Context: an optimization exercise on an open-source flow, tuned for a short achievable clock period and few clock cycles. The choices shown serve that exercise and are no tape-out recipe.
No run shown here included a check of the RTL's function; only the layout flow was run.
Power and IR drop assume default switching activity.

===== flow/design.v =====
module riscv_core (
    input  clock,
    input  reset,
    output [31:0] bus_address,
    input  [31:0] bus_read_data,
    output [31:0] bus_write_data,
    output [3:0]  bus_byte_enable,
    output        bus_read_enable,
    output        bus_write_enable,
    input  [31:0] inst,
    output [31:0] pc
);
    localparam [29:0] RESET_PC = 30'h00100000;  
    logic [31:2] pc_f;
    logic        btb_valid [0:31];
    logic [8:0]  btb_tag   [0:31];
    logic [31:2] btb_tgt   [0:31];
    logic [1:0]  btb_ctr   [0:31];
    logic        valid_d;
    logic        stall_r;     
    logic [31:0] inst_d;
    logic [31:0] oh1_d, oh2_d;    
    logic [31:2] pc_d, pc4_d;
    logic        pt_d;        
    logic        ph_d;        
    logic [1:0]  ctr_d;       
    logic [31:2] ptgt_d;      
    logic        valid_x;
    logic [31:0] opa_x, opb_x, sd_x, rs1v_x, imm_x;
    logic        fa_m_x, fa_w_x, fb_m_x, fb_w_x, fs_m_x, fs_w_x, fj_m_x, fj_w_x;
    logic [31:2] pc_x, pc4_x, pcimm_x, ptgt_x;
    logic        pt_x, ph_x;
    logic [1:0]  ctr_x;
    logic        is_branch_x, is_jal_x, is_jalr_x, is_load_x, is_store_x, is_sfb_x;
    logic        wr_x;
    logic [4:0]  rd_x;
    logic [2:0]  f3_x;
    logic        op_add_x, op_sll_x, op_sr_x, op_sra_x, op_slt_x, op_sltu_x, sub_x;
    logic [3:0]  lut_x;       
    logic        c_eq_x, c_ne_x, c_lt_x, c_ge_x, c_ltu_x, c_geu_x;
    logic [31:0] res_m;
    logic        wr_m;
    logic [4:0]  rd_m;
    logic        re_m, we_m;
    logic [31:0] wdata_m;
    logic [3:0]  be_m;
    logic [2:0]  f3_m;
    logic        jalr_m;
    logic        pt_m;
    logic [31:2] ptgt_m, jtgt_m, pc_m;
    logic [31:0] res_w;
    logic [31:0] regs [1:31];
    logic        upd_v;
    logic [4:0]  upd_idx;
    logic [8:0]  upd_tag;
    logic [31:2] upd_tgt;
    logic [1:0]  upd_ctr;
    assign pc = {pc_f, 2'b00};
    logic [4:0]  f_idx;
    logic        f_hit, f_taken;
    logic [31:2] f_tgt;
    logic [1:0]  f_ctr;
    logic [31:2] pc4_f;
    assign f_idx   = pc_f[6:2];
    assign f_hit   = btb_valid[f_idx] && btb_tag[f_idx] == pc_f[15:7];
    assign f_ctr   = btb_ctr[f_idx];
    assign f_taken = f_hit && f_ctr[1];
    assign f_tgt   = btb_tgt[f_idx];
    assign pc4_f   = pc_f + 30'd1;
    logic [6:0] opcode_f;
    logic [4:0] rs1_f, rs2_f;
    logic       uses1_f, uses2_f;
    logic [31:0] oh1_f, oh2_f;
    assign opcode_f = inst[6:0];
    assign rs1_f    = inst[19:15];
    assign rs2_f    = inst[24:20];
    assign uses1_f  = opcode_f == 7'b1100111 || opcode_f == 7'b1100011 ||
                      opcode_f == 7'b0000011 || opcode_f == 7'b0100011 ||
                      opcode_f == 7'b0010011 || opcode_f == 7'b0110011;
    assign uses2_f  = opcode_f == 7'b1100011 || opcode_f == 7'b0100011 ||
                      opcode_f == 7'b0110011;
    always_comb begin
        for (int i = 0; i < 32; i++) begin
            oh1_f[i] = i != 0 && rs1_f == i;
            oh2_f[i] = i != 0 && rs2_f == i;
        end
    end
    logic [6:0] opcode_d;
    logic [4:0] rd_d, rs1_d, rs2_d;
    logic [2:0] f3_d;
    logic       f7b5_d;
    assign opcode_d = inst_d[6:0];
    assign rd_d     = inst_d[11:7];
    assign f3_d     = inst_d[14:12];
    assign rs1_d    = inst_d[19:15];
    assign rs2_d    = inst_d[24:20];
    assign f7b5_d   = inst_d[30];
    logic is_lui_d, is_auipc_d, is_jal_d, is_jalr_d, is_branch_d, is_load_d;
    logic is_store_d, is_opimm_d, is_op_d, is_alu_d;
    assign is_lui_d    = opcode_d == 7'b0110111;
    assign is_auipc_d  = opcode_d == 7'b0010111;
    assign is_jal_d    = opcode_d == 7'b1101111;
    assign is_jalr_d   = opcode_d == 7'b1100111;
    assign is_branch_d = opcode_d == 7'b1100011;
    assign is_load_d   = opcode_d == 7'b0000011;
    assign is_store_d  = opcode_d == 7'b0100011;
    assign is_opimm_d  = opcode_d == 7'b0010011;
    assign is_op_d     = opcode_d == 7'b0110011;
    assign is_alu_d    = is_op_d | is_opimm_d;
    logic writes_d;
    assign writes_d = (is_lui_d | is_auipc_d | is_jal_d | is_jalr_d | is_load_d | is_alu_d)
                      && rd_d != 5'd0;
    logic is_sfb_d;
    assign is_sfb_d = is_branch_d && inst_d[31:25] == 7'b0 && inst_d[11:7] == 5'b01000;
    logic [31:0] imm_d;
    always_comb begin
        if (is_store_d)
            imm_d = {{21{inst_d[31]}}, inst_d[30:25], inst_d[11:7]};
        else if (is_branch_d)
            imm_d = {{20{inst_d[31]}}, inst_d[7], inst_d[30:25], inst_d[11:8], 1'b0};
        else if (is_lui_d | is_auipc_d)
            imm_d = {inst_d[31:12], 12'b0};
        else if (is_jal_d)
            imm_d = {{12{inst_d[31]}}, inst_d[19:12], inst_d[20], inst_d[30:21], 1'b0};
        else
            imm_d = {{21{inst_d[31]}}, inst_d[30:20]};
    end
    logic [31:2] pcimm_d;
    assign pcimm_d = pc_d + imm_d[31:2];
    logic [31:0] rf1_d, rf2_d;
    always_comb begin
        rf1_d = 32'b0;
        rf2_d = 32'b0;
        for (int i = 1; i < 32; i++) begin
            rf1_d = rf1_d | ({32{oh1_d[i]}} & regs[i]);
            rf2_d = rf2_d | ({32{oh2_d[i]}} & regs[i]);
        end
    end
    logic hx1, hx2, hm1, hm2;
    assign hx1 = valid_x && wr_x && rd_x == rs1_d;
    assign hx2 = valid_x && wr_x && rd_x == rs2_d;
    assign hm1 = wr_m && rd_m == rs1_d;
    assign hm2 = wr_m && rd_m == rs2_d;
    logic a_rs1_d, b_rs2_d, link_d;
    assign a_rs1_d = is_branch_d | is_load_d | is_store_d | is_alu_d;
    assign b_rs2_d = is_branch_d | is_op_d;
    assign link_d  = is_jal_d | is_jalr_d;
    logic [31:0] a_x, b_x, s_x, j_x;
    assign a_x = fa_m_x ? res_m : fa_w_x ? res_w : opa_x;
    assign b_x = fb_m_x ? res_m : fb_w_x ? res_w : opb_x;
    assign s_x = fs_m_x ? res_m : fs_w_x ? res_w : sd_x;
    assign j_x = fj_m_x ? res_m : fj_w_x ? res_w : rs1v_x;
    logic [32:0] sum33_x;
    logic [31:0] sum_x;
    assign sum33_x = {a_x, 1'b1} + {b_x ^ {32{sub_x}}, sub_x};
    assign sum_x   = sum33_x[32:1];
    logic eq_x, ltu_x, lt_x;
    assign eq_x  = a_x == b_x;
    assign ltu_x = a_x < b_x;
    assign lt_x  = (a_x[31] ^ b_x[31]) ? a_x[31] : ltu_x;
    logic [31:0] sll_x, sr_x;
    logic [63:0] sr64_x;
    assign sll_x  = a_x << b_x[4:0];
    assign sr64_x = {{32{op_sra_x & a_x[31]}}, a_x} >> b_x[4:0];
    assign sr_x   = sr64_x[31:0];
    logic [31:0] lg_x;
    assign lg_x = ({32{lut_x[3]}} &  a_x &  b_x) | ({32{lut_x[2]}} &  a_x & ~b_x)
                | ({32{lut_x[1]}} & ~a_x &  b_x) | ({32{lut_x[0]}} & ~a_x & ~b_x);
    logic [31:0] result_x;
    assign result_x = ({32{op_add_x}} & sum_x)
                    | ({32{op_sll_x}} & sll_x)
                    | ({32{op_sr_x}}  & sr_x)
                    | lg_x
                    | {31'b0, (op_slt_x & lt_x) | (op_sltu_x & ltu_x)};
    logic cond_x;
    assign cond_x = (c_eq_x & eq_x) | (c_ne_x & ~eq_x) | (c_lt_x & lt_x) | (c_ge_x & ~lt_x)
                  | (c_ltu_x & ltu_x) | (c_geu_x & ~ltu_x);
    logic [31:0] jt_x;
    assign jt_x = j_x + imm_x;
    logic redirect_m;
    logic tgt_ok_x, taken_x, sfb_ok_x, mis_x, redirect_x, kill_d;
    logic [31:2] rtgt_x;
    assign tgt_ok_x   = ptgt_x == pcimm_x;
    assign taken_x    = is_branch_x ? cond_x : is_jal_x;
    assign sfb_ok_x   = is_sfb_x && valid_d && !pt_d;
    assign mis_x      = is_jalr_x || sfb_ok_x ? 1'b0 :
                        taken_x ? !(pt_x && tgt_ok_x) : pt_x;
    assign redirect_x = valid_x && !redirect_m && mis_x;
    assign kill_d     = valid_x && !redirect_m && sfb_ok_x && cond_x;
    assign rtgt_x     = taken_x ? pcimm_x : pc4_x;
    assign redirect_m = jalr_m && !(pt_m && ptgt_m == jtgt_m);
    assign bus_address      = res_m;
    assign bus_read_enable  = re_m;
    assign bus_write_enable = we_m;
    assign bus_write_data   = wdata_m;
    assign bus_byte_enable  = be_m;
    logic [31:0] ld_sh_m, ld_m, mres_m;
    assign ld_sh_m = bus_read_data >> {res_m[1:0], 3'b000};
    always_comb
        case (f3_m[1:0])
            2'b00:   ld_m = {{24{~f3_m[2] & ld_sh_m[7]}}, ld_sh_m[7:0]};
            2'b01:   ld_m = {{16{~f3_m[2] & ld_sh_m[15]}}, ld_sh_m[15:0]};
            default: ld_m = bus_read_data;
        endcase
    assign mres_m = re_m ? ld_m : res_m;
    logic stall_next;
    assign stall_next = !stall_r && valid_d && is_load_d && writes_d &&
                        !redirect_m && !redirect_x && !kill_d &&
                        ((uses1_f && rs1_f == rd_d) || (uses2_f && rs2_f == rd_d));
    always_ff @(posedge clock or posedge reset)
        if (reset)
            pc_f <= RESET_PC;
        else if (redirect_x)
            pc_f <= rtgt_x;
        else if (redirect_m)
            pc_f <= jtgt_m;
        else if (!stall_r)
            pc_f <= f_taken ? f_tgt : pc4_f;
    always_ff @(posedge clock or posedge reset)
        if (reset) begin
            valid_d <= 1'b0;
            stall_r <= 1'b0;
            valid_x <= 1'b0;
            re_m    <= 1'b0;
            we_m    <= 1'b0;
            wr_m    <= 1'b0;
            jalr_m  <= 1'b0;
            upd_v   <= 1'b0;
        end else begin
            if (redirect_m || redirect_x)
                valid_d <= 1'b0;
            else if (!stall_r)
                valid_d <= 1'b1;
            stall_r <= stall_next;
            valid_x <= valid_d && !stall_r && !redirect_m && !redirect_x && !kill_d;
            re_m    <= valid_x && !redirect_m && is_load_x;
            we_m    <= valid_x && !redirect_m && is_store_x;
            wr_m    <= valid_x && !redirect_m && wr_x;
            jalr_m  <= valid_x && !redirect_m && is_jalr_x;
            upd_v   <= redirect_m ||
                       (valid_x && !is_sfb_x && (is_jal_x || (is_branch_x && (cond_x || ph_x))));
        end
    always_ff @(posedge clock)
        if (!stall_r) begin
            inst_d <= inst;
            oh1_d  <= oh1_f;
            oh2_d  <= oh2_f;
            pc_d   <= pc_f;
            pc4_d  <= pc4_f;
            pt_d   <= f_taken;
            ph_d   <= f_hit;
            ctr_d  <= f_ctr;
            ptgt_d <= f_tgt;
        end
    always_ff @(posedge clock) begin
        opa_x   <= is_lui_d ? 32'b0 : is_auipc_d ? {pc_d, 2'b00} : link_d ? {pc4_d, 2'b00} : rf1_d;
        opb_x   <= b_rs2_d ? rf2_d : link_d ? 32'b0 : imm_d;
        sd_x    <= rf2_d;
        rs1v_x  <= rf1_d;
        imm_x   <= imm_d;
        fa_m_x  <= a_rs1_d && hx1;
        fa_w_x  <= a_rs1_d && !hx1 && hm1;
        fb_m_x  <= b_rs2_d && hx2;
        fb_w_x  <= b_rs2_d && !hx2 && hm2;
        fs_m_x  <= hx2;
        fs_w_x  <= !hx2 && hm2;
        fj_m_x  <= hx1;
        fj_w_x  <= !hx1 && hm1;
        pc_x    <= pc_d;
        pc4_x   <= pc4_d;
        pcimm_x <= pcimm_d;
        pt_x    <= pt_d;
        ph_x    <= ph_d;
        ctr_x   <= ctr_d;
        ptgt_x  <= ptgt_d;
        is_branch_x <= is_branch_d;
        is_jal_x    <= is_jal_d;
        is_jalr_x   <= is_jalr_d;
        is_load_x   <= is_load_d;
        is_store_x  <= is_store_d;
        is_sfb_x    <= is_sfb_d && !pt_d;
        wr_x    <= writes_d;
        rd_x    <= rd_d;
        f3_x    <= f3_d;
        sub_x     <= is_op_d && f3_d == 3'b000 && f7b5_d;
        op_add_x  <= !is_alu_d || f3_d == 3'b000;
        op_sll_x  <= is_alu_d && f3_d == 3'b001;
        op_slt_x  <= is_alu_d && f3_d == 3'b010;
        op_sltu_x <= is_alu_d && f3_d == 3'b011;
        op_sr_x   <= is_alu_d && f3_d == 3'b101;
        op_sra_x  <= f7b5_d;
        lut_x[3]  <= is_alu_d && (f3_d == 3'b110 || f3_d == 3'b111);
        lut_x[2]  <= is_alu_d && (f3_d == 3'b100 || f3_d == 3'b110);
        lut_x[1]  <= is_alu_d && (f3_d == 3'b100 || f3_d == 3'b110);
        lut_x[0]  <= 1'b0;
        c_eq_x  <= f3_d == 3'b000;
        c_ne_x  <= f3_d == 3'b001;
        c_lt_x  <= f3_d == 3'b100;
        c_ge_x  <= f3_d == 3'b101;
        c_ltu_x <= f3_d == 3'b110;
        c_geu_x <= f3_d == 3'b111;
    end
    always_ff @(posedge clock) begin
        res_m  <= result_x;
        rd_m   <= rd_x;
        f3_m   <= f3_x;
        pt_m   <= pt_x;
        ptgt_m <= ptgt_x;
        jtgt_m <= jt_x[31:2];
        pc_m   <= pc_x;
        case (f3_x[1:0])
            2'b00:   wdata_m <= {4{s_x[7:0]}};
            2'b01:   wdata_m <= {2{s_x[15:0]}};
            default: wdata_m <= s_x;
        endcase
        case (f3_x[1:0])
            2'b00:   be_m <= 4'b0001 << sum_x[1:0];
            2'b01:   be_m <= sum_x[1] ? 4'b1100 : 4'b0011;
            default: be_m <= 4'b1111;
        endcase
    end
    always_ff @(posedge clock) begin
        res_w <= mres_m;
        if (wr_m)
            regs[rd_m] <= mres_m;
    end
    always_ff @(posedge clock)
        if (redirect_m) begin
            upd_idx <= pc_m[6:2];
            upd_tag <= pc_m[15:7];
            upd_tgt <= jtgt_m;
            upd_ctr <= 2'b11;
        end else begin
            upd_idx <= pc_x[6:2];
            upd_tag <= pc_x[15:7];
            upd_tgt <= pcimm_x;
            if (is_jal_x)
                upd_ctr <= 2'b11;
            else if (cond_x)
                upd_ctr <= !ph_x ? 2'b10 : (ctr_x == 2'b11 ? 2'b11 : ctr_x + 2'd1);
            else
                upd_ctr <= ctr_x == 2'b00 ? 2'b00 : ctr_x - 2'd1;
        end
    always_ff @(posedge clock or posedge reset)
        if (reset) begin
            for (int i = 0; i < 32; i++) btb_valid[i] <= 1'b0;
        end else if (upd_v) begin
            btb_valid[upd_idx] <= 1'b1;
        end
    always_ff @(posedge clock)
        if (upd_v) begin
            btb_tag[upd_idx] <= upd_tag;
            btb_tgt[upd_idx] <= upd_tgt;
            btb_ctr[upd_idx] <= upd_ctr;
        end
endmodule

===== flow/config.mk =====
export PLATFORM = sky130hd
export DESIGN_NAME = riscv_core
export DESIGN_NICKNAME = riscv_core
export VERILOG_FILES = /design/flow/design.v
export SDC_FILE = /design/flow/constraint.sdc
export NUM_CORES = 8
export LEC_CHECK = 0
export ABC_CLOCK_PERIOD_IN_PS = 2500
export CAP_MARGIN = 20
export CORE_MARGIN = 2
export CORE_UTILIZATION = 40
export SETUP_SLACK_MARGIN = 5
export SLEW_MARGIN = 20

===== flow/constraint.sdc =====
create_clock -name core_clock -period 9.0 [get_ports {clock}]
set_input_delay 1.8000 -clock core_clock [delete_from_list [all_inputs] [get_ports {clock}]]
set_output_delay 1.8000 -clock core_clock [all_outputs]
set_load 0.01 [all_outputs]

===== flow/run.sh =====
#!/bin/bash
# synth_recipe.tcl (not shown) runs the flow's synth.tcl, then flattens the netlist and writes it again
# the make line also repeats each setting of config.mk as NAME=value (left out here)
make -C /OpenROAD-flow-scripts/flow DESIGN_CONFIG=/design/flow/config.mk WORK_HOME=/design/flow/orfs CLKGATE_MAP_FILE= SYNTH_SCRIPT=/design/flow/synth_recipe.tcl finish

==> impl_metrics.py, run 1 <==
metrics = {
    "critical_path": {
        "r2r_end": "pc_f[20]",
        "worstPathCellList": "mux2i_1, nor2_1, a21oi_2, ha_1, nand4_1, buf_6, nor4b_4, nand3_2, mux2i_1, nand2b_1, mux2i_4, buf_6, a21o_1, nand3_4, buf_6, clkbuf_16, a221oi_2",
        "reg2reg_slack_ps": 4890,
        "cpMostUsedCell": "buf_6",
        "max_stage_delay_ps": 690,
        "worst_r2r_startpoint": "res_w[25]",
        "cp_slowest_cell": "dfxtp_1",
        "startpoint": "res_w[25]",
        "critPathRequiredTime_ps": 9780,
        "cp.arrival_ps": 4890,
        "end_kind": "flop",
        "start_kind": "flop",
        "crit_path_max_fanout": 7,
        "r2r_cells": 17,
        "worst-setup-path-type": "flop to flop",
    },
    "timing": {
        "relSlewSlack_pct": 18.74,
        "rsz0062_at_grt": "yes",
        "fin_worst_skew_ps": 84.99,
        "tightest_slew_ps": 1219,
        "finalCritPeriodShare_pct": 45.66,
        "fin_setup_tns_ps": 0,
        "fmax_mhz": 243.4,
        "hold_viol_final": 0,
        "hold_ws_ps": 335.0,
        "setup_viol": 0,
        "finalMaxSlewViolations": 0,
        "final.min_clock_period_ps": 4109,
    },
    "routing": {
        "drtIter0Drc": 17150,
        "drc": 0,
        "wl_per_cell_um": 38.59,
        "vias_per_cell": 6.651,
        "num_vias": 88640,
        "wirelength_mm": 514.3,
        "wl_met3_mm": 65.18,
        "drt-pass1-iter-count": 13,
        "top_layer": "met5",
        "wl_met1_mm": 189.5,
        "ant_nets": 0,
        "route.met2.wl_mm": 220.1,
    },
    "floorplan": {
        "die_h_um": 570.1,
        "core_area_um2": 318600,
        "dieArea_um2": 325100,
        "die_w_um": 570.1,
        "start_util_pct": 40.24,
        "io_pins": 168,
        "rows": 207,
    },
    "cells_and_area": {
        "fin_nets": 9061,
        "instances_no_fill": 13330,
        "areaGrowthSynthToFinish_pct": 17.50,
        "drive_gt1_share_pct": 19.83,
    },
    "global_route": {
        "grt_max_degree": 80,
        "antenna_found_initial": 26,
        "grt_use_total_pct": 30.54,
        "grt_overflow": 0,
        "grt_pass1_vias": 84470,
        "grt_pass1_wl_mm": 693.0,
    },
    "synth": {
        "avgSynthCellArea_um2": 15.14,
        "synth_seq_cells": 3097,
        "postSynthCellCount": 8469,
        "synth-main-ff-cell": "edfxtp_1",
        "synthArstFlopShare_pct": 2.260,
        "ys_types": 83,
        "ys.warnings.count": 2,
        "netlist_area_um2": 128200,
        "synth_edf_count": 2492,
        "ys_seq_area_share_pct": 68.09,
    },
    "placement": {
        "dp.cells": 12530,
        "dp_hpwl_mm": 286.2,
        "portBuffers": 165,
        "gp_congestion": 0.9517,
    },
    "pwr": {
        "p_per_area_nw_per_um2": 292.4,
        "peakVddDrop_v": 0.0001796,
        "p_leak_uw": 0.05115,
    },
    "clock_network": {
        "hold_buffers": 0,
        "cts_tree": "done",
        "cts_root_buffer": "clkbuf_16",
        "max-clock-path-buffers": 4,
        "cts.sinks": 3097,
        "clk-insertion-delay-late_ps": 950,
        "h-tree-depth": 5,
        "cts_inserted_buffers": 323,
        "clk_pin_slew_ps": 60,
    },
    "run_status": {
        "status": "complete, no violations",
    },
    "hold_path": {
        "hp-start": "ptgt_d[23]",
        "hp-class": "flop to flop",
        "hold_path_depth": 0,
        "min_to": "ptgt_x[23]",
    },
    "run": {
        "drv_cap": 0,
    },
}
layer usage:
metal	vias to the layer above	track usage [%]
li1	34750	-
met3	1853	8.112
met5	-	0.1487
met4	11	18.37
met1	44730	40.41
met2	7291	44.99
worst max-delay path by stage:
| stage | to | slack [ps] | cells past startpoint |
|---|---|---|---|
| floorplan | pc_f[22] | 5000 | 19 |
| global placement | pc_f[26] | 3330 | 11 |
| detailed placement | pc_f[8] | 3330 | 11 |
| CTS | pc[2] | 4790 | 3 |
| global route | pc_f[20] | 4870 | 19 |
| finish | pc_f[20] | 4890 | 17 |
registers in the layout, indices dropped and copies added (netlist names), 64 cells and up:
name and cells:
regs 992, btb_tag 288, btb_ctr 64, btb_tgt 960
cell usage after synthesis (all sizes together), types with 69 or more instances:
cell,n,area share (%)
mux4,379,6.7
nand2,494,1.4
a22o,135,0.92
or4,69,0.40
a221oi,167,1.1
xnor2,205,1.4
a21oi,241,0.94
nand3,255,1.0
nor2,411,1.2
dfxtp,535,8.4
dfrtp,69,1.3
clkbuf,382,1.1
buf,142,0.50
nand4,103,0.50
mux2i,365,2.8
ha,129,1.3
a22oi,658,3.9
edfxtp,2492,58
o21ai,269,1.1
stage by stage:
step	instance area [µm²]	power, µW	worst slack [ps]	util (%)
floorplan	128300	25050	5001	-
detailed placement	135600	29680	3329	42.57
CTS	148700	43510	4789	46.68
global route	150600	45170	4867	47.28
finish	150600	44050	4891	47.29
global placement	135600	29530	3330	42.56
cell type report:
cell class	count	area (µm²)
Antenna cell	19	47.55
Clock buffer	430	8969
Clock inverter	158	1524
Fill cell	27170	167900
Inverter	68	337.8
Multi-Input combinational cell	4782	40880
Sequential cell	3097	87400
Tap cell	4180	5230
Timing Repair Buffer	590	6211
Timing Repair inverter	3	43.79
cell usage in the layout, fill, tap and decap left out, drive strengths merged, types with 68 or more instances in the layout:
| master | Yosys | routed |
|---|---|---|
| a21o | 68 | 68 |
| a21oi | 241 | 241 |
| a221oi | 167 | 167 |
| a22o | 135 | 135 |
| a22oi | 658 | 658 |
| buf | 142 | 400 |
| clkbuf | 382 | 442 |
| clkdlybuf4s50 | 0 | 151 |
| clkinv | 5 | 111 |
| dfrtp | 69 | 69 |
| dfxtp | 535 | 535 |
| edfxtp | 2492 | 2492 |
| ha | 129 | 129 |
| inv | 63 | 82 |
| mux2i | 365 | 365 |
| mux4 | 379 | 379 |
| nand2 | 494 | 495 |
| nand3 | 255 | 255 |
| nand4 | 103 | 103 |
| nor2 | 411 | 411 |
| o21ai | 269 | 269 |
| or4 | 69 | 69 |
| xnor2 | 205 | 205 |
logic make-up after synthesis:
group	after synthesis	share of synthesized area (%)
AOI/OAI and AO/OA	1893	10.60
xor gates and xnor gates	261	1.783
DFF	3097	68.09
adders and majority gates	130	1.275
muxes	810	10.09
buffers and inverters	592	1.818
and+or+nand+nor	1685	6.342
other	1	0.002925
worst max-delay path: cells and delay by family (launching register included):
family                   cells  cell delay (ps)
adder cells (fa/ha/maj)      1              340
AND/OR/NAND/NOR              6             1100
multiplexers                 3              650
buffers and inverters        4              680
AO/OA/AOI/OAI                3              490
flip-flops                   1              690
where the power goes:
group          total, µW  switching [µW]  internal (µW)
registers          20500            2300          18200
logic              10100            6070           4000
clock network      13400            5720           7710
total              44000           14100          30000
timing repair:
action | in CTS | in global routing
buffers inserted | 82 | 65
setup endpoints to repair | 176 | 60
gates cloned | 25 | 15
resized for setup | 303 | 186
pin swaps | 28 | 51
==> run 2: changes to the inputs <==
==> flow/flow/run.sh (new file) <==
#!/bin/bash
# Standard layout, with timing repair aimed well below the 9 ns clock.
set -euo pipefail
bash standard.sh SETUP_SLACK_MARGIN=6.5 finish > standard_flow.log 2>&1
==> flow/standard.sh (new file) <==
#!/bin/bash
# synth_recipe.tcl (not shown) runs the flow's synth.tcl, then flattens the netlist and writes it again
# the make line also repeats each setting of config.mk as NAME=value (left out here)
make -C /OpenROAD-flow-scripts/flow DESIGN_CONFIG=/design/flow/config.mk WORK_HOME=/design/flow/orfs CLKGATE_MAP_FILE= SYNTH_SCRIPT=/design/flow/synth_recipe.tcl "${@:-finish}"
removed: flow/run.sh
==> run 2 against run 1 <==
  * Core utilization is 3.9 points higher
  * Sequential power hardly changed
  * Clock-buffer cell count is 7 higher
  * Critical path depth is 5 higher
  * Critical endpoint is now pc_f[26]
==> impl_metrics.py, run 2 <==
metrics = {
    "synth": {
        "ys_types": 83,
        "yosysMostFrequentCell": "edfxtp_1",
        "yosys-top-cells-count": "edfxtp_1 (2,492), a22oi_1 (658), dfxtp_1 (535)",
        "avgSynthCellArea_um2": 15.14,
        "synth-main-ff-cell": "edfxtp_1",
        "synthArstFlopShare_pct": 2.260,
        "ys_seq_area_share_pct": 68.09,
        "synth_edf_count": 2492,
        "postSynthCellCount": 8469,
        "netlist_area_um2": 128200,
        "ys.warnings.count": 2,
        "synth.top_cells.by_area": "edfxtp_1 (58%), dfxtp_1 (8.4%), mux4_2 (6.7%)",
        "yosysTopAreaCellShare_pct": 58.37,
        "yosys.area.top_type": "edfxtp_1",
        "synth_seq_cells": 3097,
    },
    "critical_path": {
        "crit_path_max_fanout": 7,
        "worst-setup-path-type": "flop to flop",
        "end_kind": "flop",
        "critical-path-top-delay-family": "compound AO/OA/AOI/OAI gates",
        "cpMostUsedCell": "buf_6",
        "critPathRequiredTime_ps": 9810,
        "crit_buf_inv": 9,
        "worstPathCellList": "buf_6, buf_6, buf_12, mux2i_2, o21ai_2, buf_6, inv_8, ha_4, nor2b_1, o211ai_1, a21bo_2, o211ai_1, buf_4, a21oi_4, mux2i_4, buf_6, and2_4, a21oi_4, buf_6, buf_12, mux2i_2, a221oi_4",
        "start_kind": "flop",
        "cp.arrival_ps": 4960,
        "cp_slowest_cell": "dfxtp_4",
        "max_stage_delay_ps": 370,
    },
    "placement": {
        "portBuffers": 165,
        "dp_hpwl_mm": 289.9,
        "dp.cells": 12500,
        "gp_congestion": 0.9769,
    },
    "timing": {
        "finalCritPeriodShare_pct": 46.12,
        "rsz0062_at_grt": "yes",
        "fmax_mhz": 240.9,
        "hold_viol_final": 0,
        "finalMaxSlewViolations": 0,
        "fin_worst_skew_ps": 100.5,
        "relSlewSlack_pct": 13.66,
        "tightest_slew_ps": 1290,
        "setup_viol": 0,
        "fin_setup_tns_ps": 0,
        "final.min_clock_period_ps": 4151,
    },
    "cells_and_area": {
        "instances_no_fill": 13920,
        "final_cell_mix": "edfxtp_1 (2,492), a22oi_1 (652), dfxtp_1 (458)",
        "largest_reg_flops": 992,
        "reg_top3": "regs: 992 flops, btb_tgt: 960 flops, btb_tag: 288 flops",
        "drive_gt1_share_pct": 31.22,
        "fin_nets": 9639,
        "areaGrowthSynthToFinish_pct": 27.28,
        "final_common_cell": "edfxtp_1",
        "top_register": "regs",
    },
    "global_route": {
        "grt_pass1_wl_mm": 766.5,
        "grt_overflow": 0,
        "grt_use_total_pct": 34.21,
        "grt_pass1_vias": 90380,
        "grt_max_degree": 93,
        "antenna_found_initial": 40,
    },
    "routing": {
        "drtIter0Drc": 18760,
        "wirelength_mm": 577.2,
        "wl_per_cell_um": 41.46,
        "vias_per_cell": 6.865,
        "ant_nets": 0,
        "drc": 0,
        "num_vias": 95570,
        "drt-pass1-iter-count": 14,
    },
    "pwr": {
        "p_per_area_nw_per_um2": 298.7,
        "total_power_uw": 48740,
        "peakVddDrop_v": 0.0002112,
        "p_leak_uw": 0.05657,
    },
    "clock_network": {
        "cts_tree": "done",
        "clk-insertion-delay-late_ps": 960,
        "hold_buffers": 0,
        "max-clock-path-buffers": 4,
        "cts_root_buffer": "clkbuf_16",
        "cts.sinks": 3097,
        "h-tree-depth": 5,
        "clk_pin_slew_ps": 60,
        "cts_inserted_buffers": 328,
    },
    "run": {
        "drv_cap": 0,
    },
    "floorplan": {
        "core_area_um2": 318600,
        "die_w_um": 570.1,
        "rows": 207,
        "dieArea_um2": 325100,
        "die_h_um": 570.1,
        "io_pins": 168,
        "start_util_pct": 40.24,
    },
    "hold_path": {
        "hp-class": "flop to flop",
    },
    "run_status": {
        "status": "complete, no violations",
    },
}
-- run 2: cell counts after synthesis --
Identical to the previous run, type by type.
-- run 2: power by group --
group / switching, µW / internal (µW)
clock network: 5880 / 8010
logic: 8300 / 6340
registers: 1950 / 18300
total: 16100 / 32600
-- run 2: cells by family (layout without fill, tap and decap cells) --
family,count (synthesis),count (layout),synth area share [%]
compound gates,1893,1920,10.60
xor+xnor,261,261,1.783
fa+ha+maj,130,130,1.275
buf+inv,592,1783,1.818
flops,3097,3097,68.09
mux,810,832,10.09
other cells,1,28,0.002925
simple gates,1685,1691,6.342
-- run 2: per-stage QoR --
stage / instance area, µm² / setup slack (ps) / hold slack (ps) / utilization, %
finish: 163200 / 4849 / 334.4 / 51.22
detailed placement: 136100 / 3184 / 317.9 / 42.73
global placement: 136100 / 3077 / 316.4 / 42.73
floorplan: 130200 / 5388 / 309.6 / -
global route: 163100 / 4798 / 338.2 / 51.20
CTS: 158300 / 5079 / 331.8 / 49.71
-- run 2: path summary, 6_finish.rpt --
kind / startpoint / end / slack (ps) / cells after the start
min in group asynchronous: reset / pc_f[2] / 1200 / 2
min reg2reg: f3_x[2] / f3_m[2] / 330 / 0
max: fb_w_x / pc_f[26] / 4850 / 22
max in group asynchronous: reset / pc_f[28] / 6700 / 3
max reg2reg: fb_w_x / pc_f[26] / 4850 / 22
min: f3_x[2] / f3_m[2] / 330 / 0
-- run 2: area by class of cell --
type | instances | area [µm²]
Inverter | 68 | 312.8
Timing Repair Buffer | 1112 | 14320
Multi-Input combinational cell | 4836 | 44780
Fill cell | 25740 | 155400
Clock inverter | 166 | 1773
Sequential cell | 3097 | 87530
Tap cell | 4180 | 5230
Clock buffer | 437 | 9166
Antenna cell | 26 | 65.06
-- run 2: timing repair --
item                                     CTS  global route
setup buffers                            431           202
endpoints found under the setup margin  3411          1710
gates cloned                             129            25
gates resized for setup                 1733           565
pin swaps                                211           242
-- run 2: per-layer routing --
metal  vias up  global-route usage [%]  part of all wire [%]  routed length [µm]
met3      2476                   11.73                    14               83650
met5         -                 0.04462                 0.027                 155
met1     48030                   42.92                    34              198200
met2      8923                   49.62                    42              241400
li1      36130                       -                     -                   -
met4        20                   23.78                   9.3               53820
==> run 3: changes to the inputs <==
--- a/flow/design.v
+++ b/flow/design.v
@@ -28,5 +28,7 @@
     logic        valid_x;
     logic [31:0] opa_x, opb_x, sd_x, rs1v_x, imm_x;
-    logic        fa_m_x, fa_w_x, fb_m_x, fb_w_x, fs_m_x, fs_w_x, fj_m_x, fj_w_x;
+    logic        fa_m_x, fa_w_x, fb_m_x, fb_w_x, fs_l_x, fs_m_x, fs_w_x, fj_m_x, fj_w_x;
+    logic        emis_x;      
+    logic [31:2] etgt_x;
     logic [31:2] pc_x, pc4_x, pcimm_x, ptgt_x;
     logic        pt_x, ph_x;
@@ -46,7 +48,6 @@
     logic [3:0]  be_m;
     logic [2:0]  f3_m;
-    logic        jalr_m;
-    logic        pt_m;
-    logic [31:2] ptgt_m, jtgt_m, pc_m;
+    logic        mis_m;       
+    logic [31:2] tgt_m;
     logic [31:0] res_w;
     logic [31:0] regs [1:31];
@@ -78,6 +79,5 @@
                       opcode_f == 7'b0000011 || opcode_f == 7'b0100011 ||
                       opcode_f == 7'b0010011 || opcode_f == 7'b0110011;
-    assign uses2_f  = opcode_f == 7'b1100011 || opcode_f == 7'b0100011 ||
-                      opcode_f == 7'b0110011;
+    assign uses2_f  = opcode_f == 7'b1100011 || opcode_f == 7'b0110011;
     always_comb begin
         for (int i = 0; i < 32; i++) begin
@@ -128,4 +128,7 @@
     logic [31:2] pcimm_d;
     assign pcimm_d = pc_d + imm_d[31:2];
+    logic emis_d;
+    assign emis_d = is_jal_d ? !(pt_d && ptgt_d == pcimm_d) :
+                    pt_d && !(is_branch_d || is_jalr_d);
     logic [31:0] rf1_d, rf2_d;
     always_comb begin
@@ -149,5 +152,6 @@
     assign a_x = fa_m_x ? res_m : fa_w_x ? res_w : opa_x;
     assign b_x = fb_m_x ? res_m : fb_w_x ? res_w : opb_x;
-    assign s_x = fs_m_x ? res_m : fs_w_x ? res_w : sd_x;
+    logic [31:0] ld_m;
+    assign s_x = fs_l_x ? ld_m : fs_m_x ? res_m : fs_w_x ? res_w : sd_x;
     assign j_x = fj_m_x ? res_m : fj_w_x ? res_w : rs1v_x;
     logic [32:0] sum33_x;
@@ -179,15 +183,12 @@
     assign jt_x = j_x + imm_x;
     logic redirect_m;
-    logic tgt_ok_x, taken_x, sfb_ok_x, mis_x, redirect_x, kill_d;
-    logic [31:2] rtgt_x;
+    logic tgt_ok_x, sfb_ok_x, bmis_x, jmis_x, redirect_x, kill_d;
     assign tgt_ok_x   = ptgt_x == pcimm_x;
-    assign taken_x    = is_branch_x ? cond_x : is_jal_x;
     assign sfb_ok_x   = is_sfb_x && valid_d && !pt_d;
-    assign mis_x      = is_jalr_x || sfb_ok_x ? 1'b0 :
-                        taken_x ? !(pt_x && tgt_ok_x) : pt_x;
-    assign redirect_x = valid_x && !redirect_m && mis_x;
+    assign bmis_x     = is_branch_x && !sfb_ok_x && (cond_x ? !(pt_x && tgt_ok_x) : pt_x);
+    assign jmis_x     = is_jalr_x && !(pt_x && ptgt_x == jt_x[31:2]);
+    assign redirect_x = valid_x && !redirect_m && emis_x;
     assign kill_d     = valid_x && !redirect_m && sfb_ok_x && cond_x;
-    assign rtgt_x     = taken_x ? pcimm_x : pc4_x;
-    assign redirect_m = jalr_m && !(pt_m && ptgt_m == jtgt_m);
+    assign redirect_m = mis_m;
     assign bus_address      = res_m;
     assign bus_read_enable  = re_m;
@@ -195,5 +196,5 @@
     assign bus_write_data   = wdata_m;
     assign bus_byte_enable  = be_m;
-    logic [31:0] ld_sh_m, ld_m, mres_m;
+    logic [31:0] ld_sh_m, mres_m;
     assign ld_sh_m = bus_read_data >> {res_m[1:0], 3'b000};
     always_comb
@@ -211,8 +212,8 @@
         if (reset)
             pc_f <= RESET_PC;
-        else if (redirect_x)
-            pc_f <= rtgt_x;
         else if (redirect_m)
-            pc_f <= jtgt_m;
+            pc_f <= tgt_m;
+        else if (redirect_x)
+            pc_f <= etgt_x;
         else if (!stall_r)
             pc_f <= f_taken ? f_tgt : pc4_f;
@@ -225,5 +226,5 @@
             we_m    <= 1'b0;
             wr_m    <= 1'b0;
-            jalr_m  <= 1'b0;
+            mis_m   <= 1'b0;
             upd_v   <= 1'b0;
         end else begin
@@ -237,7 +238,7 @@
             we_m    <= valid_x && !redirect_m && is_store_x;
             wr_m    <= valid_x && !redirect_m && wr_x;
-            jalr_m  <= valid_x && !redirect_m && is_jalr_x;
-            upd_v   <= redirect_m ||
-                       (valid_x && !is_sfb_x && (is_jal_x || (is_branch_x && (cond_x || ph_x))));
+            mis_m   <= valid_x && !redirect_m && (bmis_x || jmis_x);
+            upd_v   <= valid_x && !redirect_m && !is_sfb_x &&
+                       (is_jal_x || (is_branch_x && (cond_x || ph_x)) || jmis_x);
         end
     always_ff @(posedge clock)
@@ -263,6 +264,9 @@
         fb_m_x  <= b_rs2_d && hx2;
         fb_w_x  <= b_rs2_d && !hx2 && hm2;
-        fs_m_x  <= hx2;
+        fs_l_x  <= hx2 && is_load_x;
+        fs_m_x  <= hx2 && !is_load_x;
         fs_w_x  <= !hx2 && hm2;
+        emis_x  <= emis_d;
+        etgt_x  <= is_jal_d ? pcimm_d : pc4_d;
         fj_m_x  <= hx1;
         fj_w_x  <= !hx1 && hm1;
@@ -305,8 +309,5 @@
         rd_m   <= rd_x;
         f3_m   <= f3_x;
-        pt_m   <= pt_x;
-        ptgt_m <= ptgt_x;
-        jtgt_m <= jt_x[31:2];
-        pc_m   <= pc_x;
+        tgt_m  <= is_jalr_x ? jt_x[31:2] : cond_x ? pcimm_x : pc4_x;
         case (f3_x[1:0])
             2'b00:   wdata_m <= {4{s_x[7:0]}};
@@ -325,15 +326,9 @@
             regs[rd_m] <= mres_m;
     end
-    always_ff @(posedge clock)
-        if (redirect_m) begin
-            upd_idx <= pc_m[6:2];
-            upd_tag <= pc_m[15:7];
-            upd_tgt <= jtgt_m;
-            upd_ctr <= 2'b11;
-        end else begin
+    always_ff @(posedge clock) begin
             upd_idx <= pc_x[6:2];
             upd_tag <= pc_x[15:7];
-            upd_tgt <= pcimm_x;
-            if (is_jal_x)
+            upd_tgt <= is_jalr_x ? jt_x[31:2] : pcimm_x;
+            if (is_jal_x || is_jalr_x)
                 upd_ctr <= 2'b11;
             else if (cond_x)
==> run 3 against run 2 <==
  * Core utilization increased by 0.44 points
  * Clock-buffer cell count fell by 8
  * Sequential cell count fell by 13
  * Total power is 3.4% higher
  * Setup slack worse by 300 ps
  * Final cell count grew 5.3%
  * Critical endpoint is now mis_m
  * Largest cell class unchanged
==> impl_metrics.py, run 3 <==
metrics = {
    "run_status": {
        "status": "complete, no violations",
    },
    "clock_network": {
        "cts.sinks": 3084,
        "cts_root_buffer": "clkbuf_16",
        "hold_buffers": 0,
        "cts_inserted_buffers": 332,
        "cts_tree": "done",
        "max-clock-path-buffers": 4,
        "clk-insertion-delay-late_ps": 980,
        "h-tree-depth": 5,
        "clk_pin_slew_ps": 70,
    },
    "routing": {
        "drtIter0Drc": 20130,
        "ant_nets": 0,
        "drc": 0,
        "num_vias": 100400,
        "drt-pass1-iter-count": 17,
        "wirelength_mm": 585.8,
        "wl_per_cell_um": 39.97,
        "vias_per_cell": 6.850,
    },
    "timing": {
        "final.min_clock_period_ps": 4454,
        "relSlewSlack_pct": 21.65,
        "tightest_slew_ps": 1175,
        "finalCritPeriodShare_pct": 49.49,
        "setup_viol": 0,
        "finalMaxSlewViolations": 0,
        "worst_slack_ps": 4546,
        "fmax_mhz": 224.5,
        "fin_worst_skew_ps": 123.0,
        "hold_viol_final": 0,
        "fin_setup_tns_ps": 0,
        "rsz0062_at_grt": "yes",
    },
    "synth": {
        "avgSynthCellArea_um2": 14.53,
        "ys_types": 91,
        "ys_seq_area_share_pct": 66.64,
        "yosysMostFrequentCell": "edfxtp_1",
        "netlist_area_um2": 130600,
        "ys.warnings.count": 2,
        "synth-main-ff-cell": "edfxtp_1",
        "yosys-top-cells-count": "edfxtp_1 (2,492), a22oi_1 (650), nand2_1 (593)",
        "synth.top_cells.by_area": "edfxtp_1 (57%), dfxtp_1 (8.0%), mux4_2 (7.1%)",
        "postSynthCellCount": 8990,
        "yosysTopAreaCellShare_pct": 57.29,
        "synth_edf_count": 2492,
        "yosys.area.top_type": "edfxtp_1",
        "synth_seq_cells": 3084,
        "synthArstFlopShare_pct": 2.270,
    },
    "pwr": {
        "seqPwrFrac_pct": 40.2,
        "peakVddDrop_v": 0.0001756,
        "p_leak_uw": 0.05788,
        "p_per_area_nw_per_um2": 300.7,
        "p_sw_uw": 17050,
        "clockPowerShare_pct": 27.3,
        "p_comb_share_pct": 32.5,
        "p_int_uw": 33360,
        "switching_share_pct": 33.81,
    },
    "cells_and_area": {
        "largest_reg_flops": 992,
        "final_common_cell": "edfxtp_1",
        "top_register": "regs",
        "areaGrowthSynthToFinish_pct": 28.36,
        "drive_gt1_share_pct": 31.73,
        "fin_util_pct": 51.66,
        "reg_top3": "regs: 992 flops, btb_tgt: 960 flops, btb_tag: 288 flops",
        "final_cell_mix": "edfxtp_1 (2,492), a22oi_1 (647), buf_4 (484)",
        "final_area_um2": 167600,
        "fin_nets": 10210,
    },
    "critical_path": {
        "r2r_end": "mis_m",
        "critical-path-top-delay-family": "compound AO/OA/AOI/OAI gates",
        "end_kind": "flop",
        "cp.arrival_ps": 5240,
        "r2r_cells": 16,
        "cp.depth": 16,
        "start_kind": "flop",
        "worst_r2r_startpoint": "fj_w_x",
        "reg2reg_slack_ps": 4550,
        "startpoint": "fj_w_x",
        "crit_path_max_fanout": 10,
        "worst-setup-path-type": "flop to flop",
        "crit_buf_inv": 3,
        "worstPathCellList": "buf_12, buf_16, mux2i_1, o21ai_1, ha_4, xnor2_1, a2111o_1, a2111o_1, nor4_2, o311ai_1, or4_1, nor4_2, nand4_1, o41ai_4, buf_6, a31oi_1",
        "max_stage_delay_ps": 530,
        "critPathRequiredTime_ps": 9790,
        "cp_slowest_cell": "or4_1",
    },
    "global_route": {
        "grt_max_degree": 87,
        "grt_overflow": 0,
        "grt_pass1_vias": 94360,
        "grt_use_total_pct": 33.83,
        "antenna_found_initial": 40,
        "grt_pass1_wl_mm": 779.0,
    },
    "floorplan": {
        "dieArea_um2": 331100,
        "rows": 209,
        "io_pins": 168,
        "die_h_um": 575.4,
        "die_w_um": 575.4,
        "start_util_pct": 40.25,
        "core_area_um2": 324500,
    },
    "run": {
        "drv_cap": 0,
    },
    "placement": {
        "portBuffers": 165,
        "dp_hpwl_mm": 303.2,
        "post_dp_cell_area_um2": 138900,
        "gp_congestion": 0.9825,
        "place_ws_ps": 3170,
    },
    "hold_path": {
        "hp-start": "pc_x[0]",
        "hp-class": "flop to flop",
        "hold_path_depth": 0,
        "min_to": "upd_idx[0]",
    },
}
-- run 3: cell count changes in the layout (fill, tap and decap cells not counted), sizes merged, moves of 23 or more --
cell,before,now
a21oi,263,407
nand2,494,594
nor3,48,74
mux4,379,411
xnor2,205,176
mux2i,365,296
nor2,413,473
buf,1008,1093
o21ai,274,414
nand3,259,282
nor2b,49,18
xor2,56,108
a221oi,167,144
inv,78,127
-- run 3: how the worst max path moves through the flow --
stage | endpoint | slack [ps]
floorplan | emis_x | 4860
global placement | emis_x | 3210
detailed placement | emis_x | 3170
CTS | emis_x | 4680
global route | mis_m | 4440
finish | mis_m | 4550
-- run 3: final cells by class --
class | instances | area (µm²)
Antenna cell | 38 | 95.09
Clock buffer | 429 | 9054
Clock inverter | 182 | 1743
Fill cell | 26100 | 156900
Inverter | 112 | 523.0
Multi-Input combinational cell | 5288 | 48580
Sequential cell | 3084 | 87290
Tap cell | 4325 | 5411
Timing Repair Buffer | 1197 | 14930
Timing Repair inverter | 2 | 17.52
-- run 3: kinds of logic after synthesis --
| kind of cell | Yosys count | share of synthesized area [%] |
|---|---|---|
| DFF | 3084 | 66.64 |
| AOI/OAI and AO/OA | 2162 | 11.44 |
| and+or+nand+nor | 1877 | 6.796 |
| muxes | 765 | 9.856 |
| buffers and inverters | 683 | 2.039 |
| xor gates and xnor gates | 288 | 1.975 |
| adders and majority gates | 130 | 1.251 |
| other | 1 | 0.002871 |
-- run 3: timing repair --
action / CTS / global route
setup buffers: 518 / 189
cloned: 138 / 31
resized for setup: 1967 / 536
pin swaps: 234 / 235
endpoints found under the setup margin: 3122 / 1617
-- run 3: metal layers --
metal  wire [µm]  vias up  global-route usage, %
met1      202800    50430                  42.90
met3       86740     2560                  12.15
met2      245500     9302                  48.96
met4       50420       29                  21.77
li1            -    38080                      -
met5         309        -                 0.1722
-- run 3: power groups by stage --
stage               Combinational (µW)  Sequential, µW  Clock, µW
floorplan                         6910           19300          0
global placement                 10100           20600          0
detailed placement               10100           20700          0
CTS                              14700           20100      13800
global route                     16800           20400      14300
finish                           16400           20300      13800
-- run 3: per-stage QoR --
step | hold WS (ps) | std cells | power, µW
floorplan | 309.6 | 8991 | 26260
global placement | 312.2 | 13130 | 30670
detailed placement | 314.3 | 13130 | 30800
CTS | 295.1 | 14400 | 48590
global route | 324.7 | 14630 | 51470
finish | 314.7 | 14660 | 50410

-- re-timing with driven ports --
The flow's constraints put no driver on any port. The routed layouts listed below were extracted and timed again, unchanged, in two steps.
Step 1 assumes that a clkbuf_16 drives the clock port and a buf_2 every other input.
Step 2 also shifts input and output timing later by t, the mid clock arrival at the registers, as if the neighbouring blocks saw the same clock.
Slacks: ideal / step 1 / step 2; pairs: ideal / step 1.
| run | shift t [ns] | setup slack, ns | hold slack, ns | slew at the worst register clock pin (ns) |
|---|---|---|---|---|
| run 1 | 1.012 | 4.891 / 4.891 / 4.221 | 0.335 / 0.335 / 0.335 | 0.07 / 0.07 |
| run 2 | 1.023 | 4.849 / 4.849 / 4.454 | 0.334 / 0.334 / 0.334 | 0.07 / 0.07 |
| run 3 | 1.035 | 4.546 / 4.546 / 4.546 | 0.315 / 0.315 / 0.315 | 0.07 / 0.07 |
After both steps every run listed still meets setup and hold. For run 1, which loses most, drivers alone change the setup slack by 0.000 ns; drivers and shift together by -0.670 ns.
